This is an optimization exercise on Yosys and OpenROAD, whose aim is small area and a short achievable clock period, not a production implementation.
No run shown here included a check of the RTL's function; only the layout flow was run.
The clock input has no modelled driver; a real chip could not lean on it and would need a root buffer or a full tree.
Power and IR drop assume default switching activity.

==> flow/design.v (outline; a module is shown in full before it is edited, if it fits) <==
// module wallace_multiplier_16bit: 1585 lines
// module mul_fa: 4 lines
// module mul_xor: 3 lines
// module mul_ha: 4 lines
// module mul_han: 4 lines
// module mul_xnor: 3 lines
// module mul_or: 3 lines
module wallace_multiplier_16bit(
    input  wire        clk,
    input  wire        rst,
    input  wire [15:0] multiplicand,
    input  wire [15:0] multiplier,
    output reg  [31:0] result
);
  // ...
==> flow/flow/run.sh <==
#!/bin/bash
# Standard ORFS layout (the standard.sh) with these changes:
#  - plain buf_1 cells as the port buffers (buffer_ports picks delay cells by default);
#  - clock tree synthesis without dummy load cells;
set -euo pipefail
export BUFFER_PORTS_ARGS="-buffer_cell sky130_fd_sc_hd__buf_1"
export CTS_ARGS="-sink_clustering_enable -repair_clock_nets -dont_use_dummy_load -sink_clustering_size 12 -sink_clustering_max_diameter 50 -buf_list {sky130_fd_sc_hd__clkbuf_4 sky130_fd_sc_hd__clkbuf_8}"
SKIP_CTS_REPAIR_TIMING=1 SETUP_SLACK_MARGIN=0 bash standard.sh cts > standard_to_cts.log 2>&1
RES=orfs/results/${FLOW_PLATFORM:-sky130hd}/wallace_multiplier_16bit/base R5_MODE=none \
  openroad -no_init -exit flow/skew.tcl > skew.log 2>&1
SETUP_SLACK_MARGIN=1.3 bash standard.sh > standard_finish.log 2>&1
==> flow/flow/skew.tcl <==
proc insts_matching {pats} {
  set r {}
  foreach i [[ord::get_db_block] getInsts] {
    if {[$i findITerm CLK] eq "NULL"} continue
    foreach p $pats { if {[string match $p [$i getName]]} { lappend r $i; break } }
  }
  return $r
}
proc clk_net_of {inst} { return [[[$inst findITerm CLK] getNet] getName] }
proc busiest_net {insts} {
  set cnt [dict create]
  foreach i $insts { dict incr cnt [clk_net_of $i] }
  set best ""; set bn 0
  dict for {k v} $cnt { if {$v > $bn} { set best $k; set bn $v } }
  return $best
}
proc regroup {name insts src_net cells} {
  # a chain of the given buffer cells from src_net to the clock pins of insts
  set block [ord::get_db_block]
  set sx 0; set sy 0
  foreach i $insts {
    set b [$i getBBox]
    set sx [expr {$sx + ([$b xMin] + [$b xMax]) / 2}]
    set sy [expr {$sy + ([$b yMin] + [$b yMax]) / 2}]
  }
  set n [llength $insts]
  set x [expr {$sx / $n}]; set y [expr {$sy / $n}]
  set prev [$block findNet $src_net]
  set k 0
  foreach cell $cells {
    set inst [odb::dbInst_create $block [[ord::get_db] findMaster $cell] ${name}_$k]
    set net [odb::dbNet_create $block ${name}_${k}_net]
    $net setSigType CLOCK
    [$inst findITerm A] connect $prev
    [$inst findITerm X] connect $net
    $inst setLocation $x $y
    $inst setPlacementStatus PLACED
    set prev $net
    incr k
  }
  set old {}
  foreach i $insts {
    set it [$i findITerm CLK]
    lappend old [[$it getNet] getName]
    $it disconnect
    $it connect $prev
  }
  # drop clock buffers left without loads
  foreach on [lsort -unique $old] {
    set cn [$block findNet $on]
    if {$cn eq "NULL"} continue
    set loads 0
    foreach it [$cn getITerms] { if {[$it isInputSignal]} { incr loads } }
    if {$loads == 0} {
      foreach it [$cn getITerms] { odb::dbInst_destroy [$it getInst] }
      odb::dbNet_destroy $cn
      puts "removed clock net $on, left without loads"
    }
  }
  puts "$name: $cells drive $n clock pins from $src_net"
}
proc driver_input_net {netname} {
  # the net at the input of the buffer that drives netname
  foreach it [[[ord::get_db_block] findNet $netname] getITerms] {
    if {[$it isOutputSignal]} { return [[[[$it getInst] findITerm A] getNet] getName] }
  }
  return ""
}
proc halves_by_x {insts} {
  set l {}
  foreach i $insts { lappend l [list [[$i getBBox] xMin] $i] }
  set l [lsort -integer -index 0 $l]
  set h [expr {[llength $l] / 2}]
  set a {}; set b {}
  foreach e [lrange $l 0 [expr {$h - 1}]] { lappend a [lindex $e 1] }
  foreach e [lrange $l $h end] { lappend b [lindex $e 1] }
  return [list $a $b]
}
proc apply_skew {r5_mode} {
  lassign [halves_by_x [insts_matching {q1_*}]] a b
  regroup ckskew_r1a $a clk sky130_fd_sc_hd__clkbuf_16
  regroup ckskew_r1b $b clk sky130_fd_sc_hd__clkbuf_16
  set r5 [insts_matching {result* vld_n*}]
  set leaf [busiest_net $r5]
  if {$r5_mode eq "leaf"} {
    regroup ckskew_r5 $r5 $leaf sky130_fd_sc_hd__clkbuf_16
  } elseif {$r5_mode eq "mid"} {
    regroup ckskew_r5 $r5 [driver_input_net $leaf] {sky130_fd_sc_hd__clkbuf_2 sky130_fd_sc_hd__clkbuf_16}
  }
}

set res $::env(RES)
read_db $res/4_cts.odb
apply_skew $::env(R5_MODE)
detailed_placement
check_placement
write_db $res/4_cts.odb
==> flow/standard.sh <==
#!/bin/bash
# synth_recipe.tcl (not shown) runs the flow's synth.tcl, then flattens the netlist and writes it again
# the make line also repeats each setting of config.mk as NAME=value (left out here)
make -C /OpenROAD-flow-scripts/flow DESIGN_CONFIG=/design/flow/config.mk WORK_HOME=/design/flow/orfs CLKGATE_MAP_FILE= SYNTH_SCRIPT=/design/flow/synth_recipe.tcl "${@:-finish}"
==> flow/config.mk <==
export PLATFORM = sky130hd
export DESIGN_NAME = wallace_multiplier_16bit
export DESIGN_NICKNAME = wallace_multiplier_16bit
export VERILOG_FILES = /design/flow/design.v
export SDC_FILE = /design/flow/constraint.sdc
export NUM_CORES = 4
export LEC_CHECK = 0
export CAP_MARGIN = 20
export CORE_MARGIN = 2
export CORE_UTILIZATION = 60
export CTS_BUF_LIST = sky130_fd_sc_hd__clkbuf_4 sky130_fd_sc_hd__clkbuf_8
export CTS_CLUSTER_DIAMETER = 50
export CTS_CLUSTER_SIZE = 12
export SLEW_MARGIN = 20
export SYNTH_HIERARCHICAL = 1
export SYNTH_MINIMUM_KEEP_SIZE = 0
==> flow/constraint.sdc <==
create_clock -name core_clock -period 3.0 [get_ports {clk}]
set_input_delay 0.6000 -clock core_clock [delete_from_list [all_inputs] [get_ports {clk}]]
set_output_delay 0.6000 -clock core_clock [all_outputs]
set_load 0.01 [all_outputs]
==> metrics.cfg, run 1 <==
[status]
status = finished clean

[yosys]
netlist_instances = 1100
syn_area_per_cell_um2 = 12.3

[power_and_ir_drop]
power_mw = 13.5
p_int_mw = 9.02
top_power_group = sequential cells
pg_clk_mw = 2.46

[final_layout]
register_area_mm2 = 0.00668
largest_reg_flops = 32
buffer_area_frac = 0.0483
multi_input_area_mm2 = 0.00679
antenna_cells = 1
largestClassByArea = multi-input gates

[setup_path]
r2r_setup_slack_ps = 930
worstPathArrival_ps = 2450
critPathTopFamily = compound AO/OA/AOI/OAI gates
crit_slowest_cell = or4_1

[global_routing]
overflow = 0
grt_max_degree = 37
use_met1 = 0.354
met2_usage = 0.331

[drt]
vias_per_cell = 5.15
wl_per_cell_um = 17.8
routed_wl_um = 26200
drcViolationCount = 0

[floorplanning]
tap_cells = 285

[timing]
hold-worst-slack_ps = 91.5

==> run 2, diff against run 1 <==
--- a/flow/design.v
+++ b/flow/design.v
@@ -195,106 +195,109 @@
 reg q3_c551;
 reg q3_s554;
 reg q3_c585;
 reg q3_s586;
 reg q3_s556;
 reg q3_s558;
 reg q3_c587;
 reg q3_s588;
+reg q3_c559;
+reg q3_s560;
+reg q3_c589;
 reg q3_s590;
-reg q3_s612;
 reg q3_c591;
+reg q3_s612;
+reg q3_s594;
 reg q3_c613;
 reg q3_s614;
-reg q3_s594;
+reg q3_s596;
 reg q3_c615;
 reg q3_s616;
-reg q3_s596;
+reg q3_s598;
 reg q3_c617;
 reg q3_s618;
-reg q3_s598;
+reg q3_c599;
 reg q3_c619;
 reg q3_s620;
+reg q3_s634;
+reg q3_c635;
 reg q3_s636;
 reg q3_c637;
 reg q3_s638;
 reg q3_c639;
 reg q3_s640;
 reg q3_c641;
 reg q3_s642;
 reg q3_c643;
 reg q3_s644;
+reg q3_c633;
 reg q3_c645;
-reg q3_s646;
-reg q3_c647;
-reg q3_s648;
-reg q3_c635;
-reg q3_c649;
 reg q3_q2_r257_0;
 reg q3_q2_r257_1;
 reg q3_q2_r518_0;
 reg q3_r527_0;
 reg q3_r527_1;
 reg q3_r527_2;
 reg q3_k528;
-reg q4_s690;
+reg q4_s691;
 reg q4_q3_q2_r257_0;
 reg q4_q3_q2_r257_1;
 reg q4_q3_q2_r518_0;
 reg q4_q3_r527_0;
 reg q4_q3_r527_1;
 reg q4_q3_r527_2;
-reg q4_r650_0;
-reg q4_r687_0;
-reg q4_r687_1;
-reg q4_r687_2;
-reg q4_pp730;
-reg q4_gg731;
-reg q4_pp732;
-reg q4_gg733;
-reg q4_pp734;
-reg q4_gg735;
-reg q4_pp736;
-reg q4_gg737;
-reg q4_pp738;
-reg q4_gg739;
-reg q4_pp740;
-reg q4_gg741;
-reg q4_pp742;
-reg q4_gg743;
-reg q4_pp744;
-reg q4_gg745;
-reg q4_pp746;
-reg q4_gg747;
-reg q4_pp748;
-reg q4_gg749;
-reg q4_pp750;
-reg q4_gg751;
-reg q4_pp752;
-reg q4_gg753;
-reg q4_pp754;
-reg q4_gg755;
-reg q4_pp756;
-reg q4_gg757;
-reg q4_pp758;
-reg q4_gg759;
-reg q4_pp760;
-reg q4_gg761;
-reg q4_pp762;
-reg q4_gg763;
-reg q4_pp764;
-reg q4_gg765;
-reg q4_pp766;
-reg q4_gg767;
-reg q4_pp768;
-reg q4_gg769;
-reg q4_pp770;
-reg q4_gg771;
-reg q4_k688;
+reg q4_r646_0;
+reg q4_r685_0;
+reg q4_r688_0;
+reg q4_pp731;
+reg q4_gg732;
+reg q4_pp733;
+reg q4_gg734;
+reg q4_pp735;
+reg q4_gg736;
+reg q4_pp737;
+reg q4_gg738;
+reg q4_pp739;
+reg q4_gg740;
+reg q4_pp741;
+reg q4_gg742;
+reg q4_pp743;
+reg q4_gg744;
+reg q4_pp745;
+reg q4_gg746;
+reg q4_pp747;
+reg q4_gg748;
+reg q4_pp749;
+reg q4_gg750;
+reg q4_pp751;
+reg q4_gg752;
+reg q4_pp753;
+reg q4_gg754;
+reg q4_pp755;
+reg q4_gg756;
+reg q4_pp757;
+reg q4_gg758;
+reg q4_pp759;
+reg q4_gg760;
+reg q4_pp761;
+reg q4_gg762;
+reg q4_pp763;
+reg q4_gg764;
+reg q4_pp765;
+reg q4_gg766;
+reg q4_pp767;
+reg q4_gg768;
+reg q4_pp769;
+reg q4_gg770;
+reg q4_pp771;
+reg q4_gg772;
+reg q4_pp773;
+reg q4_gg774;
+reg q4_k689;
 wire p1 = ~(q1_multiplicand_0 & q1_multiplier_0);
 wire p2 = ~(q1_multiplicand_1 & q1_multiplier_0);
 wire p3 = ~(q1_multiplicand_2 & q1_multiplier_0);
 wire p4 = ~(q1_multiplicand_3 & q1_multiplier_0);
 wire p5 = ~(q1_multiplicand_4 & q1_multiplier_0);
 wire p6 = ~(q1_multiplicand_5 & q1_multiplier_0);
 wire p7 = ~(q1_multiplicand_6 & q1_multiplier_0);
 wire p8 = ~(q1_multiplicand_7 & q1_multiplier_0);
@@ -923,366 +926,299 @@
 mul_fa u_s604 (.a(q2_s446), .b(q2_c493), .c(s568), .s(s604), .co(c605));
 wire s606, c607;
 mul_fa u_s606 (.a(q2_s450), .b(c569), .c(s570), .s(s606), .co(c607));
 wire s608, c609;
 mul_fa u_s608 (.a(q2_s494), .b(c571), .c(s572), .s(s608), .co(c609));
 wire s610, c611;
 mul_fa u_s610 (.a(c573), .b(s532), .c(s574), .s(s610), .co(c611));
 wire s612, c613;
-mul_fa u_s612 (.a(c559), .b(s560), .c(c589), .s(s612), .co(c613));
+mul_fa u_s612 (.a(c561), .b(s562), .c(s592), .s(s612), .co(c613));
 wire s614, c615;
-mul_fa u_s614 (.a(c561), .b(s562), .c(s592), .s(s614), .co(c615));
+mul_fa u_s614 (.a(c563), .b(c593), .c(s564), .s(s614), .co(c615));
 wire s616, c617;
-mul_fa u_s616 (.a(c563), .b(c593), .c(s564), .s(s616), .co(c617));
+mul_fa u_s616 (.a(q2_s470), .b(c565), .c(c595), .s(s616), .co(c617));
 wire s618, c619;
-mul_fa u_s618 (.a(q2_s470), .b(c565), .c(c595), .s(s618), .co(c619));
+mul_fa u_s618 (.a(q2_s472), .b(q2_s474), .c(c597), .s(s618), .co(c619));
 wire s620, c621;
-mul_fa u_s620 (.a(q2_s472), .b(q2_s474), .c(c597), .s(s620), .co(c621));
+mul_fa u_s620 (.a(q2_c475), .b(q2_s478), .c(q2_s496), .s(s620), .co(c621));
 wire s622, c623;
-mul_fa u_s622 (.a(q2_c475), .b(q2_s478), .c(q2_s496), .s(s622), .co(c623));
+mul_fa u_s622 (.a(q2_c479), .b(q2_s482), .c(q2_c497), .s(s622), .co(c623));
 wire s624, c625;
-mul_fa u_s624 (.a(q2_c479), .b(q2_s482), .c(q2_c497), .s(s624), .co(c625));
+mul_fa u_s624 (.a(q2_c483), .b(q2_s484), .c(q2_c499), .s(s624), .co(c625));
 wire s626, c627;
-mul_fa u_s626 (.a(q2_c483), .b(q2_s484), .c(q2_c499), .s(s626), .co(c627));
+mul_han u_s626 (.a(q2_c501), .b(q2_s512), .s(s626), .co(c627));
 wire s628, c629;
-mul_han u_s628 (.a(q2_c501), .b(q2_s512), .s(s628), .co(c629));
+mul_fa u_s628 (.a(q2_c503), .b(q2_c513), .c(q2_s514), .s(s628), .co(c629));
 wire s630, c631;
-mul_fa u_s630 (.a(q2_c503), .b(q2_c513), .c(q2_s514), .s(s630), .co(c631));
+mul_han u_s630 (.a(q2_c515), .b(q2_s516), .s(s630), .co(c631));
 wire s632, c633;
-mul_han u_s632 (.a(q2_c515), .b(q2_s516), .s(s632), .co(c633));
+mul_han u_s632 (.a(q2_p256), .b(q2_c517), .s(s632), .co(c633));
 wire s634, c635;
-mul_han u_s634 (.a(q2_p256), .b(q2_c517), .s(s634), .co(c635));
+mul_fa u_s634 (.a(q2_s498), .b(c621), .c(s622), .s(s634), .co(c635));
 wire s636, c637;
-mul_fa u_s636 (.a(c599), .b(s622), .c(c621), .s(s636), .co(c637));
+mul_fa u_s636 (.a(q2_s500), .b(c623), .c(s624), .s(s636), .co(c637));
 wire s638, c639;
-mul_fa u_s638 (.a(q2_s498), .b(c623), .c(s624), .s(s638), .co(c639));
+mul_han u_s638 (.a(s626), .b(c625), .s(s638), .co(c639));
 wire s640, c641;
-mul_fa u_s640 (.a(q2_s500), .b(c625), .c(s626), .s(s640), .co(c641));
+mul_han u_s640 (.a(c627), .b(s628), .s(s640), .co(c641));
 wire s642, c643;
-mul_han u_s642 (.a(s628), .b(c627), .s(s642), .co(c643));
+mul_han u_s642 (.a(s630), .b(c629), .s(s642), .co(c643));
 wire s644, c645;
-mul_han u_s644 (.a(c629), .b(s630), .s(s644), .co(c645));
-wire s646, c647;
-mul_han u_s646 (.a(s632), .b(c631), .s(s646), .co(c647));
-wire s648, c649;
-mul_han u_s648 (.a(c633), .b(s634), .s(s648), .co(c649));
-wire [0:0] r650;
-wire k651;
-wire a652_g0 = q3_s600 & 1'b1;
-wire a652_p0 = q3_s600 ^ 1'b1;
-wire a652_G0_1 = a652_g0 | (a652_p0 & q3_k528);
-mul_xor u_a652_x0 (.a(a652_p0), .b(q3_k528), .y(r650[0]));
-assign k651 = a652_G0_1;
+mul_han u_s644 (.a(c631), .b(s632), .s(s644), .co(c645));
+wire [0:0] r646;
+wire k647;
+wire a648_g0 = q3_s600 & 1'b1;
+wire a648_p0 = q3_s600 ^ 1'b1;
+wire a648_G0_1 = a648_g0 | (a648_p0 & q3_k528);
+mul_xor u_a648_x0 (.a(a648_p0), .b(q3_k528), .y(r646[0]));
+assign k647 = a648_G0_1;
+wire s649, c650;
+mul_fa u_s649 (.a(q3_c567), .b(q3_c601), .c(q3_s602), .s(s649), .co(c650));
+wire s651, c652;
+mul_han u_s651 (.a(q3_c603), .b(q3_s604), .s(s651), .co(c652));
 wire s653, c654;
-mul_fa u_s653 (.a(q3_c567), .b(q3_c601), .c(q3_s602), .s(s653), .co(c654));
+mul_han u_s653 (.a(q3_c605), .b(q3_s606), .s(s653), .co(c654));
 wire s655, c656;
-mul_han u_s655 (.a(q3_c603), .b(q3_s604), .s(s655), .co(c656));
+mul_han u_s655 (.a(q3_c607), .b(q3_s608), .s(s655), .co(c656));
 wire s657, c658;
-mul_han u_s657 (.a(q3_c605), .b(q3_s606), .s(s657), .co(c658));
+mul_han u_s657 (.a(q3_c609), .b(q3_s610), .s(s657), .co(c658));
 wire s659, c660;
-mul_han u_s659 (.a(q3_c607), .b(q3_s608), .s(s659), .co(c660));
+mul_fa u_s659 (.a(q3_s534), .b(q3_c575), .c(q3_s576), .s(s659), .co(c660));
 wire s661, c662;
-mul_han u_s661 (.a(q3_c609), .b(q3_s610), .s(s661), .co(c662));
+mul_fa u_s661 (.a(q3_s538), .b(q3_c577), .c(q3_s578), .s(s661), .co(c662));
 wire s663, c664;
-mul_fa u_s663 (.a(q3_s534), .b(q3_c575), .c(q3_s576), .s(s663), .co(c664));
+mul_fa u_s663 (.a(q3_s542), .b(q3_c579), .c(q3_s580), .s(s663), .co(c664));
 wire s665, c666;
-mul_fa u_s665 (.a(q3_s538), .b(q3_c577), .c(q3_s578), .s(s665), .co(c666));
+mul_fa u_s665 (.a(q3_s546), .b(q3_c581), .c(q3_s582), .s(s665), .co(c666));
 wire s667, c668;
-mul_fa u_s667 (.a(q3_s542), .b(q3_c579), .c(q3_s580), .s(s667), .co(c668));
+mul_fa u_s667 (.a(q3_s550), .b(q3_c583), .c(q3_s584), .s(s667), .co(c668));
 wire s669, c670;
-mul_fa u_s669 (.a(q3_s546), .b(q3_c581), .c(q3_s582), .s(s669), .co(c670));
+mul_fa u_s669 (.a(q3_c551), .b(q3_s554), .c(q3_c585), .s(s669), .co(c670));
 wire s671, c672;
-mul_fa u_s671 (.a(q3_s550), .b(q3_c583), .c(q3_s584), .s(s671), .co(c672));
+mul_fa u_s671 (.a(q3_s556), .b(q3_s558), .c(q3_c587), .s(s671), .co(c672));
 wire s673, c674;
-mul_fa u_s673 (.a(q3_c551), .b(q3_s554), .c(q3_c585), .s(s673), .co(c674));
+mul_fa u_s673 (.a(q3_c559), .b(q3_s560), .c(q3_c589), .s(s673), .co(c674));
 wire s675, c676;
-mul_fa u_s675 (.a(q3_s556), .b(q3_s558), .c(q3_c587), .s(s675), .co(c676));
+mul_han u_s675 (.a(q3_c591), .b(q3_s612), .s(s675), .co(c676));
 wire s677, c678;
-mul_han u_s677 (.a(q3_s590), .b(q3_s612), .s(s677), .co(c678));
+mul_fa u_s677 (.a(q3_s594), .b(q3_c613), .c(q3_s614), .s(s677), .co(c678));
 wire s679, c680;
-mul_fa u_s679 (.a(q3_c591), .b(q3_c613), .c(q3_s614), .s(s679), .co(c680));
+mul_fa u_s679 (.a(q3_s596), .b(q3_c615), .c(q3_s616), .s(s679), .co(c680));
 wire s681, c682;
-mul_fa u_s681 (.a(q3_s594), .b(q3_c615), .c(q3_s616), .s(s681), .co(c682));
+mul_fa u_s681 (.a(q3_s598), .b(q3_c617), .c(q3_s618), .s(s681), .co(c682));
 wire s683, c684;
-mul_fa u_s683 (.a(q3_s596), .b(q3_c617), .c(q3_s618), .s(s683), .co(c684));
-wire s685, c686;
-mul_fa u_s685 (.a(q3_s598), .b(q3_c619), .c(q3_s620), .s(s685), .co(c686));
-wire [2:0] r687;
-wire k688;
-wire a689_g0 = s653 & 1'b1;
-wire a689_p0 = s653 ^ 1'b1;
-wire a689_g1 = c654 & s655;
-wire a689_p1 = c654 ^ s655;
-wire a689_g2 = c656 & s657;
-wire a689_p2 = c656 ^ s657;
-wire a689_G0_1 = a689_g0 | (a689_p0 & k651);
-wire a689_G0_3 = a689_g2 | (a689_p2 & a689_g1);
-wire a689_P0_3 = a689_p2 & a689_p1;
-wire a689_G1_2 = a689_g1 | (a689_p1 & a689_G0_1);
-wire a689_G1_3 = a689_G0_3 | (a689_P0_3 & a689_G0_1);
-mul_xor u_a689_x0 (.a(a689_p0), .b(k651), .y(r687[0]));
-mul_xor u_a689_x1 (.a(a689_p1), .b(a689_G0_1), .y(r687[1]));
-mul_xor u_a689_x2 (.a(a689_p2), .b(a689_G1_2), .y(r687[2]));
-assign k688 = a689_G1_3;
-wire s690, c691;
-mul_fa u_s690 (.a(q3_c611), .b(c662), .c(s663), .s(s690), .co(c691));
-wire s692, c693;
-mul_han u_s692 (.a(c664), .b(s665), .s(s692), .co(c693));
-wire s694, c695;
-mul_han u_s694 (.a(c666), .b(s667), .s(s694), .co(c695));
-wire s696, c697;
-mul_han u_s696 (.a(c668), .b(s669), .s(s696), .co(c697));
-wire s698, c699;
-mul_han u_s698 (.a(c670), .b(s671), .s(s698), .co(c699));
-wire s700, c701;
-mul_fa u_s700 (.a(q3_s586), .b(c672), .c(s673), .s(s700), .co(c701));
-wire s702, c703;
-mul_fa u_s702 (.a(q3_s588), .b(c674), .c(s675), .s(s702), .co(c703));
-wire s704, c705;
-mul_han u_s704 (.a(s677), .b(c676), .s(s704), .co(c705));
-wire s706, c707;
-mul_han u_s706 (.a(c678), .b(s679), .s(s706), .co(c707));
-wire s708, c709;
-mul_han u_s708 (.a(c680), .b(s681), .s(s708), .co(c709));
-wire s710, c711;
-mul_han u_s710 (.a(c682), .b(s683), .s(s710), .co(c711));
-wire s712, c713;
-mul_han u_s712 (.a(c684), .b(s685), .s(s712), .co(c713));
-wire s714, c715;
-mul_han u_s714 (.a(q3_s636), .b(c686), .s(s714), .co(c715));
-wire s716, c717;
-mul_han u_s716 (.a(q3_c637), .b(q3_s638), .s(s716), .co(c717));
-wire s718, c719;
-mul_han u_s718 (.a(q3_c639), .b(q3_s640), .s(s718), .co(c719));
-wire s720, c721;
-mul_han u_s720 (.a(q3_c641), .b(q3_s642), .s(s720), .co(c721));
-wire s722, c723;
-mul_han u_s722 (.a(q3_c643), .b(q3_s644), .s(s722), .co(c723));
-wire s724, c725;
-mul_han u_s724 (.a(q3_c645), .b(q3_s646), .s(s724), .co(c725));
-wire s726, c727;
-mul_han u_s726 (.a(q3_c647), .b(q3_s648), .s(s726), .co(c727));
-wire s728, c729;
-mul_han u_s728 (.a(q3_c635), .b(q3_c649), .s(s728), .co(c729));
-wire pp730, gg731;
-mul_ha u_pp730 (.a(c658), .b(s659), .s(pp730), .co(gg731));
-wire pp732, gg733;
-mul_ha u_pp732 (.a(c660), .b(s661), .s(pp732), .co(gg733));
-wire pp734, gg735;
-mul_ha u_pp734 (.a(c691), .b(s692), .s(pp734), .co(gg735));
-wire pp736, gg737;
-mul_ha u_pp736 (.a(c693), .b(s694), .s(pp736), .co(gg737));
-wire pp738, gg739;
-mul_ha u_pp738 (.a(c695), .b(s696), .s(pp738), .co(gg739));
-wire pp740, gg741;
-mul_ha u_pp740 (.a(c697), .b(s698), .s(pp740), .co(gg741));
-wire pp742, gg743;
-mul_ha u_pp742 (.a(c699), .b(s700), .s(pp742), .co(gg743));
-wire pp744, gg745;
-mul_ha u_pp744 (.a(c701), .b(s702), .s(pp744), .co(gg745));
-wire pp746, gg747;
-mul_ha u_pp746 (.a(c703), .b(s704), .s(pp746), .co(gg747));
-wire pp748, gg749;
-mul_ha u_pp748 (.a(c705), .b(s706), .s(pp748), .co(gg749));
-wire pp750, gg751;
-mul_ha u_pp750 (.a(c707), .b(s708), .s(pp750), .co(gg751));
-wire pp752, gg753;
-mul_ha u_pp752 (.a(c709), .b(s710), .s(pp752), .co(gg753));
-wire pp754, gg755;
-mul_ha u_pp754 (.a(c711), .b(s712), .s(pp754), .co(gg755));
-wire pp756, gg757;
-mul_ha u_pp756 (.a(c713), .b(s714), .s(pp756), .co(gg757));
-wire pp758, gg759;
-mul_ha u_pp758 (.a(c715), .b(s716), .s(pp758), .co(gg759));
-wire pp760, gg761;
-mul_ha u_pp760 (.a(c717), .b(s718), .s(pp760), .co(gg761));
-wire pp762, gg763;
-mul_ha u_pp762 (.a(c719), .b(s720), .s(pp762), .co(gg763));
-wire pp764, gg765;
-mul_ha u_pp764 (.a(c721), .b(s722), .s(pp764), .co(gg765));
-wire pp766, gg767;
-mul_ha u_pp766 (.a(c723), .b(s724), .s(pp766), .co(gg767));
-wire pp768, gg769;
-mul_ha u_pp768 (.a(c725), .b(s726), .s(pp768), .co(gg769));
-wire pp770, gg771;
-mul_ha u_pp770 (.a(c727), .b(s728), .s(pp770), .co(gg771));
-wire [21:0] r772;
-wire k773;
-wire a774_g2 = q4_s690 & 1'b1;
-wire a774_p2 = q4_s690 ^ 1'b1;
-wire a774_G0_1 = q4_gg731 | (q4_pp730 & q4_k688);
-wire a774_G0_2 = q4_gg733 | (q4_pp732 & q4_gg731);
-wire a774_P0_2 = q4_pp732 & q4_pp730;
-wire a774_G0_3 = a774_g2 | (a774_p2 & q4_gg733);
-wire a774_P0_3 = a774_p2 & q4_pp732;
-wire a774_G0_4 = q4_gg735 | (q4_pp734 & a774_g2);
-wire a774_P0_4 = q4_pp734 & a774_p2;
-wire a774_G0_5 = q4_gg737 | (q4_pp736 & q4_gg735);
-wire a774_P0_5 = q4_pp736 & q4_pp734;
-wire a774_G0_6 = q4_gg739 | (q4_pp738 & q4_gg737);
-wire a774_P0_6 = q4_pp738 & q4_pp736;
-wire a774_G0_7 = q4_gg741 | (q4_pp740 & q4_gg739);
-wire a774_P0_7 = q4_pp740 & q4_pp738;
-wire a774_G0_8 = q4_gg743 | (q4_pp742 & q4_gg741);
-wire a774_P0_8 = q4_pp742 & q4_pp740;
-wire a774_G0_9 = q4_gg745 | (q4_pp744 & q4_gg743);
-wire a774_P0_9 = q4_pp744 & q4_pp742;
-wire a774_G0_10 = q4_gg747 | (q4_pp746 & q4_gg745);
-wire a774_P0_10 = q4_pp746 & q4_pp744;
-wire a774_G0_11 = q4_gg749 | (q4_pp748 & q4_gg747);
-wire a774_P0_11 = q4_pp748 & q4_pp746;
-wire a774_G0_12 = q4_gg751 | (q4_pp750 & q4_gg749);
-wire a774_P0_12 = q4_pp750 & q4_pp748;
-wire a774_G0_13 = q4_gg753 | (q4_pp752 & q4_gg751);
-wire a774_P0_13 = q4_pp752 & q4_pp750;
-wire a774_G0_14 = q4_gg755 | (q4_pp754 & q4_gg753);
-wire a774_P0_14 = q4_pp754 & q4_pp752;
-wire a774_G0_15 = q4_gg757 | (q4_pp756 & q4_gg755);
-wire a774_P0_15 = q4_pp756 & q4_pp754;
-wire a774_G0_16 = q4_gg759 | (q4_pp758 & q4_gg757);
-wire a774_P0_16 = q4_pp758 & q4_pp756;
-wire a774_G0_17 = q4_gg761 | (q4_pp760 & q4_gg759);
-wire a774_P0_17 = q4_pp760 & q4_pp758;
-wire a774_G0_18 = q4_gg763 | (q4_pp762 & q4_gg761);
-wire a774_P0_18 = q4_pp762 & q4_pp760;
-wire a774_G0_19 = q4_gg765 | (q4_pp764 & q4_gg763);
-wire a774_P0_19 = q4_pp764 & q4_pp762;
-wire a774_G0_20 = q4_gg767 | (q4_pp766 & q4_gg765);
-wire a774_P0_20 = q4_pp766 & q4_pp764;
-wire a774_G0_21 = q4_gg769 | (q4_pp768 & q4_gg767);
-wire a774_P0_21 = q4_pp768 & q4_pp766;
-wire a774_G0_22 = q4_gg771 | (q4_pp770 & q4_gg769);
-wire a774_P0_22 = q4_pp770 & q4_pp768;
-wire a774_G1_2 = a774_G0_2 | (a774_P0_2 & q4_k688);
-wire a774_G1_3 = a774_G0_3 | (a774_P0_3 & a774_G0_1);
-wire a774_G1_4 = a774_G0_4 | (a774_P0_4 & a774_G0_2);
-wire a774_P1_4 = a774_P0_4 & a774_P0_2;
-wire a774_G1_5 = a774_G0_5 | (a774_P0_5 & a774_G0_3);
-wire a774_P1_5 = a774_P0_5 & a774_P0_3;
-wire a774_G1_6 = a774_G0_6 | (a774_P0_6 & a774_G0_4);
-wire a774_P1_6 = a774_P0_6 & a774_P0_4;
-wire a774_G1_7 = a774_G0_7 | (a774_P0_7 & a774_G0_5);
-wire a774_P1_7 = a774_P0_7 & a774_P0_5;
-wire a774_G1_8 = a774_G0_8 | (a774_P0_8 & a774_G0_6);
-wire a774_P1_8 = a774_P0_8 & a774_P0_6;
-wire a774_G1_9 = a774_G0_9 | (a774_P0_9 & a774_G0_7);
-wire a774_P1_9 = a774_P0_9 & a774_P0_7;
-wire a774_G1_10 = a774_G0_10 | (a774_P0_10 & a774_G0_8);
-wire a774_P1_10 = a774_P0_10 & a774_P0_8;
-wire a774_G1_11 = a774_G0_11 | (a774_P0_11 & a774_G0_9);
-wire a774_P1_11 = a774_P0_11 & a774_P0_9;
-wire a774_G1_12 = a774_G0_12 | (a774_P0_12 & a774_G0_10);
-wire a774_P1_12 = a774_P0_12 & a774_P0_10;
-wire a774_G1_13 = a774_G0_13 | (a774_P0_13 & a774_G0_11);
-wire a774_P1_13 = a774_P0_13 & a774_P0_11;
-wire a774_G1_14 = a774_G0_14 | (a774_P0_14 & a774_G0_12);
-wire a774_P1_14 = a774_P0_14 & a774_P0_12;
-wire a774_G1_15 = a774_G0_15 | (a774_P0_15 & a774_G0_13);
-wire a774_P1_15 = a774_P0_15 & a774_P0_13;
-wire a774_G1_16 = a774_G0_16 | (a774_P0_16 & a774_G0_14);
-wire a774_P1_16 = a774_P0_16 & a774_P0_14;
-wire a774_G1_17 = a774_G0_17 | (a774_P0_17 & a774_G0_15);
-wire a774_P1_17 = a774_P0_17 & a774_P0_15;
-wire a774_G1_18 = a774_G0_18 | (a774_P0_18 & a774_G0_16);
-wire a774_P1_18 = a774_P0_18 & a774_P0_16;
-wire a774_G1_19 = a774_G0_19 | (a774_P0_19 & a774_G0_17);
-wire a774_P1_19 = a774_P0_19 & a774_P0_17;
-wire a774_G1_20 = a774_G0_20 | (a774_P0_20 & a774_G0_18);
-wire a774_P1_20 = a774_P0_20 & a774_P0_18;
-wire a774_G1_21 = a774_G0_21 | (a774_P0_21 & a774_G0_19);
-wire a774_P1_21 = a774_P0_21 & a774_P0_19;
-wire a774_G1_22 = a774_G0_22 | (a774_P0_22 & a774_G0_20);
-wire a774_P1_22 = a774_P0_22 & a774_P0_20;
-wire a774_G2_4 = a774_G1_4 | (a774_P1_4 & q4_k688);
-wire a774_G2_5 = a774_G1_5 | (a774_P1_5 & a774_G0_1);
-wire a774_G2_6 = a774_G1_6 | (a774_P1_6 & a774_G1_2);
-wire a774_G2_7 = a774_G1_7 | (a774_P1_7 & a774_G1_3);
-wire a774_G2_8 = a774_G1_8 | (a774_P1_8 & a774_G1_4);
-wire a774_P2_8 = a774_P1_8 & a774_P1_4;
-wire a774_G2_9 = a774_G1_9 | (a774_P1_9 & a774_G1_5);
-wire a774_P2_9 = a774_P1_9 & a774_P1_5;
-wire a774_G2_10 = a774_G1_10 | (a774_P1_10 & a774_G1_6);
-wire a774_P2_10 = a774_P1_10 & a774_P1_6;
-wire a774_G2_11 = a774_G1_11 | (a774_P1_11 & a774_G1_7);
-wire a774_P2_11 = a774_P1_11 & a774_P1_7;
-wire a774_G2_12 = a774_G1_12 | (a774_P1_12 & a774_G1_8);
-wire a774_P2_12 = a774_P1_12 & a774_P1_8;
-wire a774_G2_13 = a774_G1_13 | (a774_P1_13 & a774_G1_9);
-wire a774_P2_13 = a774_P1_13 & a774_P1_9;
-wire a774_G2_14 = a774_G1_14 | (a774_P1_14 & a774_G1_10);
-wire a774_P2_14 = a774_P1_14 & a774_P1_10;
-wire a774_G2_15 = a774_G1_15 | (a774_P1_15 & a774_G1_11);
-wire a774_P2_15 = a774_P1_15 & a774_P1_11;
-wire a774_G2_16 = a774_G1_16 | (a774_P1_16 & a774_G1_12);
-wire a774_P2_16 = a774_P1_16 & a774_P1_12;
-wire a774_G2_17 = a774_G1_17 | (a774_P1_17 & a774_G1_13);
-wire a774_P2_17 = a774_P1_17 & a774_P1_13;
-wire a774_G2_18 = a774_G1_18 | (a774_P1_18 & a774_G1_14);
-wire a774_P2_18 = a774_P1_18 & a774_P1_14;
-wire a774_G2_19 = a774_G1_19 | (a774_P1_19 & a774_G1_15);
-wire a774_P2_19 = a774_P1_19 & a774_P1_15;
-wire a774_G2_20 = a774_G1_20 | (a774_P1_20 & a774_G1_16);
-wire a774_P2_20 = a774_P1_20 & a774_P1_16;
-wire a774_G2_21 = a774_G1_21 | (a774_P1_21 & a774_G1_17);
-wire a774_P2_21 = a774_P1_21 & a774_P1_17;
-wire a774_G2_22 = a774_G1_22 | (a774_P1_22 & a774_G1_18);
-wire a774_P2_22 = a774_P1_22 & a774_P1_18;
-wire a774_G3_8 = a774_G2_8 | (a774_P2_8 & q4_k688);
-wire a774_G3_9 = a774_G2_9 | (a774_P2_9 & a774_G0_1);
-wire a774_G3_10 = a774_G2_10 | (a774_P2_10 & a774_G1_2);
-wire a774_G3_11 = a774_G2_11 | (a774_P2_11 & a774_G1_3);
-wire a774_G3_12 = a774_G2_12 | (a774_P2_12 & a774_G2_4);
-wire a774_G3_13 = a774_G2_13 | (a774_P2_13 & a774_G2_5);
-wire a774_G3_14 = a774_G2_14 | (a774_P2_14 & a774_G2_6);
-wire a774_G3_15 = a774_G2_15 | (a774_P2_15 & a774_G2_7);
-wire a774_G3_16 = a774_G2_16 | (a774_P2_16 & a774_G2_8);
-wire a774_P3_16 = a774_P2_16 & a774_P2_8;
-wire a774_G3_17 = a774_G2_17 | (a774_P2_17 & a774_G2_9);
-wire a774_P3_17 = a774_P2_17 & a774_P2_9;
-wire a774_G3_18 = a774_G2_18 | (a774_P2_18 & a774_G2_10);
-wire a774_P3_18 = a774_P2_18 & a774_P2_10;
-wire a774_G3_19 = a774_G2_19 | (a774_P2_19 & a774_G2_11);
-wire a774_P3_19 = a774_P2_19 & a774_P2_11;
-wire a774_G3_20 = a774_G2_20 | (a774_P2_20 & a774_G2_12);
-wire a774_P3_20 = a774_P2_20 & a774_P2_12;
-wire a774_G3_21 = a774_G2_21 | (a774_P2_21 & a774_G2_13);
-wire a774_P3_21 = a774_P2_21 & a774_P2_13;
-wire a774_G3_22 = a774_G2_22 | (a774_P2_22 & a774_G2_14);
-wire a774_P3_22 = a774_P2_22 & a774_P2_14;
-wire a774_G4_16 = a774_G3_16 | (a774_P3_16 & q4_k688);
-wire a774_G4_17 = a774_G3_17 | (a774_P3_17 & a774_G0_1);
-wire a774_G4_18 = a774_G3_18 | (a774_P3_18 & a774_G1_2);
-wire a774_G4_19 = a774_G3_19 | (a774_P3_19 & a774_G1_3);
-wire a774_G4_20 = a774_G3_20 | (a774_P3_20 & a774_G2_4);
-wire a774_G4_21 = a774_G3_21 | (a774_P3_21 & a774_G2_5);
-wire a774_G4_22 = a774_G3_22 | (a774_P3_22 & a774_G2_6);
-mul_xor u_a774_x0 (.a(q4_pp730), .b(q4_k688), .y(r772[0]));
-mul_xor u_a774_x1 (.a(q4_pp732), .b(a774_G0_1), .y(r772[1]));
-mul_xor u_a774_x2 (.a(a774_p2), .b(a774_G1_2), .y(r772[2]));
-mul_xor u_a774_x3 (.a(q4_pp734), .b(a774_G1_3), .y(r772[3]));
-mul_xor u_a774_x4 (.a(q4_pp736), .b(a774_G2_4), .y(r772[4]));
-mul_xor u_a774_x5 (.a(q4_pp738), .b(a774_G2_5), .y(r772[5]));
-mul_xor u_a774_x6 (.a(q4_pp740), .b(a774_G2_6), .y(r772[6]));
-mul_xor u_a774_x7 (.a(q4_pp742), .b(a774_G2_7), .y(r772[7]));
-mul_xor u_a774_x8 (.a(q4_pp744), .b(a774_G3_8), .y(r772[8]));
-mul_xor u_a774_x9 (.a(q4_pp746), .b(a774_G3_9), .y(r772[9]));
-mul_xor u_a774_x10 (.a(q4_pp748), .b(a774_G3_10), .y(r772[10]));
-mul_xor u_a774_x11 (.a(q4_pp750), .b(a774_G3_11), .y(r772[11]));
-mul_xor u_a774_x12 (.a(q4_pp752), .b(a774_G3_12), .y(r772[12]));
-mul_xor u_a774_x13 (.a(q4_pp754), .b(a774_G3_13), .y(r772[13]));
-mul_xor u_a774_x14 (.a(q4_pp756), .b(a774_G3_14), .y(r772[14]));
-mul_xor u_a774_x15 (.a(q4_pp758), .b(a774_G3_15), .y(r772[15]));
-mul_xor u_a774_x16 (.a(q4_pp760), .b(a774_G4_16), .y(r772[16]));
-mul_xor u_a774_x17 (.a(q4_pp762), .b(a774_G4_17), .y(r772[17]));
-mul_xor u_a774_x18 (.a(q4_pp764), .b(a774_G4_18), .y(r772[18]));
-mul_xor u_a774_x19 (.a(q4_pp766), .b(a774_G4_19), .y(r772[19]));
-mul_xor u_a774_x20 (.a(q4_pp768), .b(a774_G4_20), .y(r772[20]));
-mul_xor u_a774_x21 (.a(q4_pp770), .b(a774_G4_21), .y(r772[21]));
-assign k773 = a774_G4_22;
+mul_fa u_s683 (.a(q3_c599), .b(q3_c619), .c(q3_s620), .s(s683), .co(c684));
+wire [0:0] r685;
+wire k686;
+wire a687_g0 = s649 & 1'b1;
+wire a687_p0 = s649 ^ 1'b1;
+wire a687_G0_1 = a687_g0 | (a687_p0 & k647);
+mul_xor u_a687_x0 (.a(a687_p0), .b(k647), .y(r685[0]));
+assign k686 = a687_G0_1;
+wire [0:0] r688;
+wire k689;
+wire a690_g0 = c650 & s651;
+wire a690_p0 = c650 ^ s651;
+wire a690_G0_1 = a690_g0 | (a690_p0 & k686);
+mul_xor u_a690_x0 (.a(a690_p0), .b(k686), .y(r688[0]));
+assign k689 = a690_G0_1;
+wire s691, c692;
+mul_fa u_s691 (.a(q3_c611), .b(c658), .c(s659), .s(s691), .co(c692));
+wire s693, c694;
+mul_han u_s693 (.a(c660), .b(s661), .s(s693), .co(c694));
+wire s695, c696;
+mul_han u_s695 (.a(c662), .b(s663), .s(s695), .co(c696));
+wire s697, c698;
+mul_han u_s697 (.a(c664), .b(s665), .s(s697), .co(c698));
+wire s699, c700;
+mul_han u_s699 (.a(c666), .b(s667), .s(s699), .co(c700));
+wire s701, c702;
+mul_fa u_s701 (.a(q3_s586), .b(c668), .c(s669), .s(s701), .co(c702));
+wire s703, c704;
+mul_fa u_s703 (.a(q3_s588), .b(c670), .c(s671), .s(s703), .co(c704));
+wire s705, c706;
+mul_fa u_s705 (.a(q3_s590), .b(c672), .c(s673), .s(s705), .co(c706));
+wire s707, c708;
+mul_han u_s707 (.a(s675), .b(c674), .s(s707), .co(c708));
+wire s709, c710;
+mul_han u_s709 (.a(c676), .b(s677), .s(s709), .co(c710));
+wire s711, c712;
+mul_han u_s711 (.a(c678), .b(s679), .s(s711), .co(c712));
+wire s713, c714;
+mul_han u_s713 (.a(c680), .b(s681), .s(s713), .co(c714));
+wire s715, c716;
+mul_han u_s715 (.a(c682), .b(s683), .s(s715), .co(c716));
+wire s717, c718;
+mul_han u_s717 (.a(q3_s634), .b(c684), .s(s717), .co(c718));
+wire s719, c720;
+mul_han u_s719 (.a(q3_c635), .b(q3_s636), .s(s719), .co(c720));
+wire s721, c722;
+mul_han u_s721 (.a(q3_c637), .b(q3_s638), .s(s721), .co(c722));
+wire s723, c724;
+mul_han u_s723 (.a(q3_c639), .b(q3_s640), .s(s723), .co(c724));
+wire s725, c726;
+mul_han u_s725 (.a(q3_c641), .b(q3_s642), .s(s725), .co(c726));
+wire s727, c728;
+mul_han u_s727 (.a(q3_c643), .b(q3_s644), .s(s727), .co(c728));
+wire s729, c730;
+mul_han u_s729 (.a(q3_c633), .b(q3_c645), .s(s729), .co(c730));
+wire pp731, gg732;
+mul_ha u_pp731 (.a(c652), .b(s653), .s(pp731), .co(gg732));
+wire pp733, gg734;
+mul_ha u_pp733 (.a(c654), .b(s655), .s(pp733), .co(gg734));
+wire pp735, gg736;
+mul_ha u_pp735 (.a(c656), .b(s657), .s(pp735), .co(gg736));
+wire pp737, gg738;
+mul_ha u_pp737 (.a(c692), .b(s693), .s(pp737), .co(gg738));
+wire pp739, gg740;
+mul_ha u_pp739 (.a(c694), .b(s695), .s(pp739), .co(gg740));
+wire pp741, gg742;
+mul_ha u_pp741 (.a(c696), .b(s697), .s(pp741), .co(gg742));
+wire pp743, gg744;
+mul_ha u_pp743 (.a(c698), .b(s699), .s(pp743), .co(gg744));
+wire pp745, gg746;
+mul_ha u_pp745 (.a(c700), .b(s701), .s(pp745), .co(gg746));
+wire pp747, gg748;
+mul_ha u_pp747 (.a(c702), .b(s703), .s(pp747), .co(gg748));
+wire pp749, gg750;
+mul_ha u_pp749 (.a(c704), .b(s705), .s(pp749), .co(gg750));
+wire pp751, gg752;
+mul_ha u_pp751 (.a(c706), .b(s707), .s(pp751), .co(gg752));
+wire pp753, gg754;
+mul_ha u_pp753 (.a(c708), .b(s709), .s(pp753), .co(gg754));
+wire pp755, gg756;
+mul_ha u_pp755 (.a(c710), .b(s711), .s(pp755), .co(gg756));
+wire pp757, gg758;
+mul_ha u_pp757 (.a(c712), .b(s713), .s(pp757), .co(gg758));
+wire pp759, gg760;
+mul_ha u_pp759 (.a(c714), .b(s715), .s(pp759), .co(gg760));
+wire pp761, gg762;
+mul_ha u_pp761 (.a(c716), .b(s717), .s(pp761), .co(gg762));
+wire pp763, gg764;
+mul_ha u_pp763 (.a(c718), .b(s719), .s(pp763), .co(gg764));
+wire pp765, gg766;
+mul_ha u_pp765 (.a(c720), .b(s721), .s(pp765), .co(gg766));
+wire pp767, gg768;
+mul_ha u_pp767 (.a(c722), .b(s723), .s(pp767), .co(gg768));
+wire pp769, gg770;
+mul_ha u_pp769 (.a(c724), .b(s725), .s(pp769), .co(gg770));
+wire pp771, gg772;
+mul_ha u_pp771 (.a(c726), .b(s727), .s(pp771), .co(gg772));
+wire pp773, gg774;
+mul_ha u_pp773 (.a(c728), .b(s729), .s(pp773), .co(gg774));
+wire [22:0] r775;
+wire k776;
+wire a777_g3 = q4_s691 & 1'b1;
+wire a777_p3 = q4_s691 ^ 1'b1;
+wire a777_G0_1 = q4_gg732 | (q4_pp731 & q4_k689);
+wire a777_G0_3 = q4_gg736 | (q4_pp735 & q4_gg734);
+wire a777_P0_3 = q4_pp735 & q4_pp733;
+wire a777_G0_5 = q4_gg738 | (q4_pp737 & a777_g3);
+wire a777_P0_5 = q4_pp737 & a777_p3;
+wire a777_G0_7 = q4_gg742 | (q4_pp741 & q4_gg740);
+wire a777_P0_7 = q4_pp741 & q4_pp739;
+wire a777_G0_9 = q4_gg746 | (q4_pp745 & q4_gg744);
+wire a777_P0_9 = q4_pp745 & q4_pp743;
+wire a777_G0_11 = q4_gg750 | (q4_pp749 & q4_gg748);
+wire a777_P0_11 = q4_pp749 & q4_pp747;
+wire a777_G0_13 = q4_gg754 | (q4_pp753 & q4_gg752);
+wire a777_P0_13 = q4_pp753 & q4_pp751;
+wire a777_G0_15 = q4_gg758 | (q4_pp757 & q4_gg756);
+wire a777_P0_15 = q4_pp757 & q4_pp755;
+wire a777_G0_17 = q4_gg762 | (q4_pp761 & q4_gg760);
+wire a777_P0_17 = q4_pp761 & q4_pp759;
+wire a777_G0_19 = q4_gg766 | (q4_pp765 & q4_gg764);
+wire a777_P0_19 = q4_pp765 & q4_pp763;
+wire a777_G0_21 = q4_gg770 | (q4_pp769 & q4_gg768);
+wire a777_P0_21 = q4_pp769 & q4_pp767;
+wire a777_G0_23 = q4_gg774 | (q4_pp773 & q4_gg772);
+wire a777_P0_23 = q4_pp773 & q4_pp771;
+wire a777_G1_2 = q4_gg734 | (q4_pp733 & a777_G0_1);
+wire a777_G1_3 = a777_G0_3 | (a777_P0_3 & a777_G0_1);
+wire a777_G1_6 = q4_gg740 | (q4_pp739 & a777_G0_5);
+wire a777_P1_6 = q4_pp739 & a777_P0_5;
+wire a777_G1_7 = a777_G0_7 | (a777_P0_7 & a777_G0_5);
+wire a777_P1_7 = a777_P0_7 & a777_P0_5;
+wire a777_G1_10 = q4_gg748 | (q4_pp747 & a777_G0_9);
+wire a777_P1_10 = q4_pp747 & a777_P0_9;
+wire a777_G1_11 = a777_G0_11 | (a777_P0_11 & a777_G0_9);
+wire a777_P1_11 = a777_P0_11 & a777_P0_9;
+wire a777_G1_14 = q4_gg756 | (q4_pp755 & a777_G0_13);
+wire a777_P1_14 = q4_pp755 & a777_P0_13;
+wire a777_G1_15 = a777_G0_15 | (a777_P0_15 & a777_G0_13);
+wire a777_P1_15 = a777_P0_15 & a777_P0_13;
+wire a777_G1_18 = q4_gg764 | (q4_pp763 & a777_G0_17);
+wire a777_P1_18 = q4_pp763 & a777_P0_17;
+wire a777_G1_19 = a777_G0_19 | (a777_P0_19 & a777_G0_17);
+wire a777_P1_19 = a777_P0_19 & a777_P0_17;
+wire a777_G1_22 = q4_gg772 | (q4_pp771 & a777_G0_21);
+wire a777_P1_22 = q4_pp771 & a777_P0_21;
+wire a777_G1_23 = a777_G0_23 | (a777_P0_23 & a777_G0_21);
+wire a777_P1_23 = a777_P0_23 & a777_P0_21;
+wire a777_G2_4 = a777_g3 | (a777_p3 & a777_G1_3);
+wire a777_G2_5 = a777_G0_5 | (a777_P0_5 & a777_G1_3);
+wire a777_G2_6 = a777_G1_6 | (a777_P1_6 & a777_G1_3);
+wire a777_G2_7 = a777_G1_7 | (a777_P1_7 & a777_G1_3);
+wire a777_G2_12 = q4_gg752 | (q4_pp751 & a777_G1_11);
+wire a777_P2_12 = q4_pp751 & a777_P1_11;
+wire a777_G2_13 = a777_G0_13 | (a777_P0_13 & a777_G1_11);
+wire a777_P2_13 = a777_P0_13 & a777_P1_11;
+wire a777_G2_14 = a777_G1_14 | (a777_P1_14 & a777_G1_11);
+wire a777_P2_14 = a777_P1_14 & a777_P1_11;
+wire a777_G2_15 = a777_G1_15 | (a777_P1_15 & a777_G1_11);
+wire a777_P2_15 = a777_P1_15 & a777_P1_11;
+wire a777_G2_20 = q4_gg768 | (q4_pp767 & a777_G1_19);
+wire a777_P2_20 = q4_pp767 & a777_P1_19;
+wire a777_G2_21 = a777_G0_21 | (a777_P0_21 & a777_G1_19);
+wire a777_P2_21 = a777_P0_21 & a777_P1_19;
+wire a777_G2_22 = a777_G1_22 | (a777_P1_22 & a777_G1_19);
+wire a777_P2_22 = a777_P1_22 & a777_P1_19;
+wire a777_G2_23 = a777_G1_23 | (a777_P1_23 & a777_G1_19);
+wire a777_P2_23 = a777_P1_23 & a777_P1_19;
+wire a777_G3_8 = q4_gg744 | (q4_pp743 & a777_G2_7);
+wire a777_G3_9 = a777_G0_9 | (a777_P0_9 & a777_G2_7);
+wire a777_G3_10 = a777_G1_10 | (a777_P1_10 & a777_G2_7);
+wire a777_G3_11 = a777_G1_11 | (a777_P1_11 & a777_G2_7);
+wire a777_G3_12 = a777_G2_12 | (a777_P2_12 & a777_G2_7);
+wire a777_G3_13 = a777_G2_13 | (a777_P2_13 & a777_G2_7);
+wire a777_G3_14 = a777_G2_14 | (a777_P2_14 & a777_G2_7);
+wire a777_G3_15 = a777_G2_15 | (a777_P2_15 & a777_G2_7);
+wire a777_G4_16 = q4_gg760 | (q4_pp759 & a777_G3_15);
+wire a777_G4_17 = a777_G0_17 | (a777_P0_17 & a777_G3_15);
+wire a777_G4_18 = a777_G1_18 | (a777_P1_18 & a777_G3_15);
+wire a777_G4_19 = a777_G1_19 | (a777_P1_19 & a777_G3_15);
+wire a777_G4_20 = a777_G2_20 | (a777_P2_20 & a777_G3_15);
+wire a777_G4_21 = a777_G2_21 | (a777_P2_21 & a777_G3_15);
+wire a777_G4_22 = a777_G2_22 | (a777_P2_22 & a777_G3_15);
+wire a777_G4_23 = a777_G2_23 | (a777_P2_23 & a777_G3_15);
+mul_xor u_a777_x0 (.a(q4_pp731), .b(q4_k689), .y(r775[0]));
+mul_xor u_a777_x1 (.a(q4_pp733), .b(a777_G0_1), .y(r775[1]));
+mul_xor u_a777_x2 (.a(q4_pp735), .b(a777_G1_2), .y(r775[2]));
+mul_xor u_a777_x3 (.a(a777_p3), .b(a777_G1_3), .y(r775[3]));
+mul_xor u_a777_x4 (.a(q4_pp737), .b(a777_G2_4), .y(r775[4]));
+mul_xor u_a777_x5 (.a(q4_pp739), .b(a777_G2_5), .y(r775[5]));
+mul_xor u_a777_x6 (.a(q4_pp741), .b(a777_G2_6), .y(r775[6]));
+mul_xor u_a777_x7 (.a(q4_pp743), .b(a777_G2_7), .y(r775[7]));
+mul_xor u_a777_x8 (.a(q4_pp745), .b(a777_G3_8), .y(r775[8]));
+mul_xor u_a777_x9 (.a(q4_pp747), .b(a777_G3_9), .y(r775[9]));
+mul_xor u_a777_x10 (.a(q4_pp749), .b(a777_G3_10), .y(r775[10]));
+mul_xor u_a777_x11 (.a(q4_pp751), .b(a777_G3_11), .y(r775[11]));
+mul_xor u_a777_x12 (.a(q4_pp753), .b(a777_G3_12), .y(r775[12]));
+mul_xor u_a777_x13 (.a(q4_pp755), .b(a777_G3_13), .y(r775[13]));
+mul_xor u_a777_x14 (.a(q4_pp757), .b(a777_G3_14), .y(r775[14]));
+mul_xor u_a777_x15 (.a(q4_pp759), .b(a777_G3_15), .y(r775[15]));
+mul_xor u_a777_x16 (.a(q4_pp761), .b(a777_G4_16), .y(r775[16]));
+mul_xor u_a777_x17 (.a(q4_pp763), .b(a777_G4_17), .y(r775[17]));
+mul_xor u_a777_x18 (.a(q4_pp765), .b(a777_G4_18), .y(r775[18]));
+mul_xor u_a777_x19 (.a(q4_pp767), .b(a777_G4_19), .y(r775[19]));
+mul_xor u_a777_x20 (.a(q4_pp769), .b(a777_G4_20), .y(r775[20]));
+mul_xor u_a777_x21 (.a(q4_pp771), .b(a777_G4_21), .y(r775[21]));
+mul_xor u_a777_x22 (.a(q4_pp773), .b(a777_G4_22), .y(r775[22]));
+assign k776 = a777_G4_23;
 always @(posedge clk) begin
     q1_multiplicand_0 <= multiplicand[0];
     q1_multiplicand_1 <= multiplicand[1];
     q1_multiplicand_2 <= multiplicand[2];
     q1_multiplicand_3 <= multiplicand[3];
     q1_multiplicand_4 <= multiplicand[4];
     q1_multiplicand_5 <= multiplicand[5];
     q1_multiplicand_6 <= multiplicand[6];
@@ -1473,110 +1409,113 @@
     q3_c551 <= c551;
     q3_s554 <= s554;
     q3_c585 <= c585;
     q3_s586 <= s586;
     q3_s556 <= s556;
     q3_s558 <= s558;
     q3_c587 <= c587;
     q3_s588 <= s588;
+    q3_c559 <= c559;
+    q3_s560 <= s560;
+    q3_c589 <= c589;
     q3_s590 <= s590;
-    q3_s612 <= s612;
     q3_c591 <= c591;
+    q3_s612 <= s612;
+    q3_s594 <= s594;
     q3_c613 <= c613;
     q3_s614 <= s614;
-    q3_s594 <= s594;
+    q3_s596 <= s596;
     q3_c615 <= c615;
     q3_s616 <= s616;
-    q3_s596 <= s596;
+    q3_s598 <= s598;
     q3_c617 <= c617;
     q3_s618 <= s618;
-    q3_s598 <= s598;
+    q3_c599 <= c599;
     q3_c619 <= c619;
     q3_s620 <= s620;
+    q3_s634 <= s634;
+    q3_c635 <= c635;
     q3_s636 <= s636;
     q3_c637 <= c637;
     q3_s638 <= s638;
     q3_c639 <= c639;
     q3_s640 <= s640;
     q3_c641 <= c641;
     q3_s642 <= s642;
     q3_c643 <= c643;
     q3_s644 <= s644;
+    q3_c633 <= c633;
     q3_c645 <= c645;
-    q3_s646 <= s646;
-    q3_c647 <= c647;
-    q3_s648 <= s648;
-    q3_c635 <= c635;
-    q3_c649 <= c649;
     q3_q2_r257_0 <= q2_r257_0;
     q3_q2_r257_1 <= q2_r257_1;
     q3_q2_r518_0 <= q2_r518_0;
     q3_r527_0 <= r527[0];
     q3_r527_1 <= r527[1];
     q3_r527_2 <= r527[2];
     q3_k528 <= k528;
 end
 always @(posedge clk) begin
-    q4_s690 <= s690;
+    q4_s691 <= s691;
     q4_q3_q2_r257_0 <= q3_q2_r257_0;
     q4_q3_q2_r257_1 <= q3_q2_r257_1;
     q4_q3_q2_r518_0 <= q3_q2_r518_0;
     q4_q3_r527_0 <= q3_r527_0;
     q4_q3_r527_1 <= q3_r527_1;
     q4_q3_r527_2 <= q3_r527_2;
-    q4_r650_0 <= r650[0];
-    q4_r687_0 <= r687[0];
-    q4_r687_1 <= r687[1];
-    q4_r687_2 <= r687[2];
-    q4_pp730 <= pp730;
-    q4_gg731 <= gg731;
-    q4_pp732 <= pp732;
-    q4_gg733 <= gg733;
-    q4_pp734 <= pp734;
-    q4_gg735 <= gg735;
-    q4_pp736 <= pp736;
-    q4_gg737 <= gg737;
-    q4_pp738 <= pp738;
-    q4_gg739 <= gg739;
-    q4_pp740 <= pp740;
-    q4_gg741 <= gg741;
-    q4_pp742 <= pp742;
-    q4_gg743 <= gg743;
-    q4_pp744 <= pp744;
-    q4_gg745 <= gg745;
-    q4_pp746 <= pp746;
-    q4_gg747 <= gg747;
-    q4_pp748 <= pp748;
-    q4_gg749 <= gg749;
-    q4_pp750 <= pp750;
-    q4_gg751 <= gg751;
-    q4_pp752 <= pp752;
-    q4_gg753 <= gg753;
-    q4_pp754 <= pp754;
-    q4_gg755 <= gg755;
-    q4_pp756 <= pp756;
-    q4_gg757 <= gg757;
-    q4_pp758 <= pp758;
-    q4_gg759 <= gg759;
-    q4_pp760 <= pp760;
-    q4_gg761 <= gg761;
-    q4_pp762 <= pp762;
-    q4_gg763 <= gg763;
-    q4_pp764 <= pp764;
-    q4_gg765 <= gg765;
-    q4_pp766 <= pp766;
-    q4_gg767 <= gg767;
-    q4_pp768 <= pp768;
-    q4_gg769 <= gg769;
-    q4_pp770 <= pp770;
-    q4_gg771 <= gg771;
-    q4_k688 <= k688;
+    q4_r646_0 <= r646[0];
+    q4_r685_0 <= r685[0];
+    q4_r688_0 <= r688[0];
+    q4_pp731 <= pp731;
+    q4_gg732 <= gg732;
+    q4_pp733 <= pp733;
+    q4_gg734 <= gg734;
+    q4_pp735 <= pp735;
+    q4_gg736 <= gg736;
+    q4_pp737 <= pp737;
+    q4_gg738 <= gg738;
+    q4_pp739 <= pp739;
+    q4_gg740 <= gg740;
+    q4_pp741 <= pp741;
+    q4_gg742 <= gg742;
+    q4_pp743 <= pp743;
+    q4_gg744 <= gg744;
+    q4_pp745 <= pp745;
+    q4_gg746 <= gg746;
+    q4_pp747 <= pp747;
+    q4_gg748 <= gg748;
+    q4_pp749 <= pp749;
+    q4_gg750 <= gg750;
+    q4_pp751 <= pp751;
+    q4_gg752 <= gg752;
+    q4_pp753 <= pp753;
+    q4_gg754 <= gg754;
+    q4_pp755 <= pp755;
+    q4_gg756 <= gg756;
+    q4_pp757 <= pp757;
+    q4_gg758 <= gg758;
+    q4_pp759 <= pp759;
+    q4_gg760 <= gg760;
+    q4_pp761 <= pp761;
+    q4_gg762 <= gg762;
+    q4_pp763 <= pp763;
+    q4_gg764 <= gg764;
+    q4_pp765 <= pp765;
+    q4_gg766 <= gg766;
+    q4_pp767 <= pp767;
+    q4_gg768 <= gg768;
+    q4_pp769 <= pp769;
+    q4_gg770 <= gg770;
+    q4_pp771 <= pp771;
+    q4_gg772 <= gg772;
+    q4_pp773 <= pp773;
+    q4_gg774 <= gg774;
+    q4_k689 <= k689;
 end
-wire [31:0] prod = {r772[21], r772[20], r772[19], r772[18], r772[17], r772[16], r772[15], r772[14], r772[13], r772[12], r772[11], r772[10], r772[9], r772[8], r772[7], r772[6], r772[5], r772[4], r772[3], r772[2], r772[1], r772[0], q4_r687_2, q4_r687_1, q4_r687_0, q4_r650_0, q4_q3_r527_2, q4_q3_r527_1, q4_q3_r527_0, q4_q3_q2_r518_0, q4_q3_q2_r257_1, q4_q3_q2_r257_0};
+wire [31:0] prod = {r775[22], r775[21], r775[20], r775[19], r775[18], r775[17], r775[16], r775[15], r775[14], r775[13], r775[12], r775[11], r775[10], r775[9], r775[8], r775[7], r775[6], r775[5], r775[4], r775[3], r775[2], r775[1], r775[0], q4_r688_0, q4_r685_0, q4_r646_0, q4_q3_r527_2, q4_q3_r527_1, q4_q3_r527_0, q4_q3_q2_r518_0, q4_q3_q2_r257_1, q4_q3_q2_r257_0};
 reg [3:0] vld_n;
 always @(posedge clk or posedge rst) begin
     if (rst) begin
         vld_n <= 4'hf;
         result <= 32'd0;
     end else begin
         vld_n <= {vld_n[2:0], 1'b0};
         result <= ~(prod | {32{vld_n[3]}});
==> flow/flow/run.sh (replaced) <==
#!/bin/bash
# Standard ORFS layout (the standard.sh) with these changes:
#  - plain buf_1 cells as the port buffers (buffer_ports picks delay cells by default);
#  - clock tree synthesis without dummy load cells;
set -euo pipefail
export BUFFER_PORTS_ARGS="-buffer_cell sky130_fd_sc_hd__buf_1"
export CTS_ARGS="-sink_clustering_enable -repair_clock_nets -dont_use_dummy_load -sink_clustering_size 12 -sink_clustering_max_diameter 50 -buf_list {sky130_fd_sc_hd__clkbuf_4 sky130_fd_sc_hd__clkbuf_8}"
SKIP_CTS_REPAIR_TIMING=1 SETUP_SLACK_MARGIN=0 bash standard.sh cts > standard_to_cts.log 2>&1
RES=orfs/results/${FLOW_PLATFORM:-sky130hd}/wallace_multiplier_16bit/base R5_MODE=none \
  openroad -no_init -exit flow/skew.tcl > skew.log 2>&1
SETUP_SLACK_MARGIN=1.22 bash standard.sh > standard_finish.log 2>&1
==> metrics.cfg, run 2 <==
[status]
status = finished clean

[setup_path]
worst_r2r_endpoint = result[27]
crit_required_ps = 3380
rr_worst_depth = 7
crit_path_start_kind = flop
cp_max_fo = 4
end_kind = flop
worstPathArrival_ps = 2200  ; -250 ps
r2r-start = q4_pp741
critPathKind = reg -> reg
r2r_setup_slack_ps = 1190  ; +260 ps

[cts]
root_buffer = clkbuf_8
htree_levels = 2
path_clk_slew_ps = 70
clock_tree.buffer_depth = 3
numCtsBuffers = 34
tritoncts = done
insertion_delay_ps = 520
cts_sinks = 323

[timing]
finalCriticalPeriod_ps = 1810
fmax_mhz = 552
worst_clock_skew_ps = 389
hold-worst-slack_ps = 104  ; +12.9 ps
drv_slew = 0
fin_crit_sh = 0.604
rsz0062_at_grt = true
hold_viol = 0
worstMarginPinSlew_ps = 648
finalSetupTns_ps = 0
relSlewSlack = 0.567
setup_viol = 0

[global_routing]
antenna_found_initial = 2
overflow = 0  ; unchanged
gr-usage-all-layers = 0.231
grt_pass1_vias = 7619
grt_pass1_wl_um = 41500
grt_max_degree = 33  ; -11%

[floorplanning]
die_area_mm2 = 0.0237
num_rows = 54
die_w_um = 154
die_h_um = 154
design.core.area_mm2 = 0.0220
io_pins = 66
initial_core_util = 0.615

[final_layout]
drive_gt1_frac = 0.107
mostFrequentLayoutCell = nand2_1
top_register = result
largest_reg_flops = 32  ; unchanged
final_cell_mix = 264 x nand2_1, 255 x dfxtp_1, 197 x fa_1
reg.largest.list = result: 32 flops, vld_n: 4 flops
num-nets-final = 1409
n_fill_cell = 1637
antenna_cells = 0  ; -1
areaGrowthSynthToFinish_pct = 9.31

[yosys]
yosys_warnings = 7
syn-cell-area_mm2 = 0.0135
syn_area_per_cell_um2 = 12.5  ; +1.4%
syn-num-nets = 1336
netlist_instances = 1079  ; -1.9%

[power_and_ir_drop]
ir_drop_mv = 0.501
p_int_mw = 8.87  ; -1.6%
swShare = 0.323
powerDensity_mw_per_mm2 = 888
seqPwrFrac = 0.498
comb_power_share = 0.314
p_leak_nw = 5.77
switching_power_mw = 4.24
p_clk_frac = 0.188

[drt]
antenna_left = 0
routed_wl_um = 26000  ; -0.87%
first_pass_iters = 5
route.vias.total = 7336
wl_per_cell_um = 18.2  ; +2.2%
vias_per_cell = 5.13  ; -0.45%
drtIter0Drc = 372
drcViolationCount = 0  ; unchanged

[run]
maxCapViolations = 0

[hold_path]
hp-class = in -> async

[place]
place.gp.congestion = 0.886
portBuffers = 65
dp_hpwl_um = 19700

==> run 2: cell count changes in the layout (fill, tap and decap cells not counted), moves of 4 or more <==
cell / previous run / this run
dfxtp_1: 247 / 255
fa_1: 187 / 197
nor2_1: 35 / 39
buf_4: 45 / 32
dfxtp_4: 17 / 9
a21oi_1: 20 / 6
inv_1: 14 / 10
fa_2: 10 / 0
==> run 2: area by class of cell <==
cell class | instances | area [um^2] | area share
Inverter | 10 | 37.5 | 0.00254
Clock buffer | 34 | 468 | 0.0317
Multi-Input combinational cell | 683 | 6650 | 0.451
Sequential cell | 323 | 6710 | 0.455
Timing Repair Buffer | 98 | 495 | 0.0335
Buffer | 2 | 50.0 | 0.00339
Tap cell | 280 | 350 | 0.0237
==> run 2: worst max-delay path by stage <==
stage	startpoint	end	slack, ps	cells after the start
after detailed placement	q1_multiplier_0	q2_s458	660	4
after CTS	q1_multiplicand_7	q2_s460	650	4
after floorplan	q1_multiplier_6	q2_s460	680	6
final	q4_pp741	result[27]	1190	7
after global routing	q4_gg738	result[26]	1060	7
after global placement	q1_multiplier_0	q2_s458	720	4
==> run 2: routing by layer <==
layer / up-vias / track usage / wire [um]
met5: - / 0 / 13
met4: 2 / 0.0761 / 601
met3: 51 / 0.0474 / 1910
met2: 271 / 0.330 / 10900
met1: 3602 / 0.355 / 12600
li1: 3410 / - / -
==> run 2: power by group through the flow <==
stage	clock, mW	combinational (mW)	sequential, mW
2_1_floorplan	0	2.81	6.44
3_3_place_gp	0	3.92	6.57
3_5_place_dp	0	4.04	6.60
4_1_cts	2.41	4.06	6.50
5_1_grt	2.69	4.80	6.67
6_report	2.46	4.12	6.53
==> run 2: per-stage QoR <==
| step | util | power [mW] | area (um^2) | std cells | worst slack [ps] |
|---|---|---|---|---|---|
| 5_1_grt | 0.673 | 14.2 | 14800 | 1430 | 1060 |
| 3_5_place_dp | 0.642 | 10.6 | 14100 | 1391 | 661 |
| 3_3_place_gp | 0.642 | 10.5 | 14100 | 1391 | 719 |
| 2_1_floorplan | - | 9.25 | 13500 | 1079 | 682 |
| 6_report | 0.673 | 13.1 | 14800 | 1430 | 1190 |
| 4_1_cts | 0.663 | 13.0 | 14600 | 1425 | 645 |
==> run 2: critical path, cell delays in order (launching register included) <==
cell and delay [ps]:
dfxtp_2 360, o211ai_1 160, a211o_1 380, o21ai_4 230, a41oi_2 180, o21ai_1 180
xor2_1 150, nor2_1 50

==> static timing again, ports no longer ideal <==
The flow's constraints put no driver on any port. The routed layouts listed below were extracted and timed again, unchanged, in two steps.
Step 1 (the two cells are an assumption about what drives the block):
set clk [get_ports {clk}]
set_driving_cell -lib_cell sky130_fd_sc_hd__clkbuf_16 $clk
set_driving_cell -lib_cell sky130_fd_sc_hd__buf_2 [delete_from_list [all_inputs] $clk]
Step 2, shift: input delay + t, output delay - t, t = (earliest + latest rising clock arrival at the registers) / 2. This alone moves slack from input paths to output paths.
a / b / c = ideal ports / drivers / drivers and shift; a / b = the first two.
run	t, ns	setup WS [ns]	clock arrival spread, ns
run 1	0.406	0.932 / 0.932 / 0.932	0.424 / 0.424
run 2	0.390	1.187 / 1.187 / 1.187	0.389 / 0.389
Clock arrivals are far apart in run 1 and run 2, so t is only a midpoint there and step 2 fits no single register.
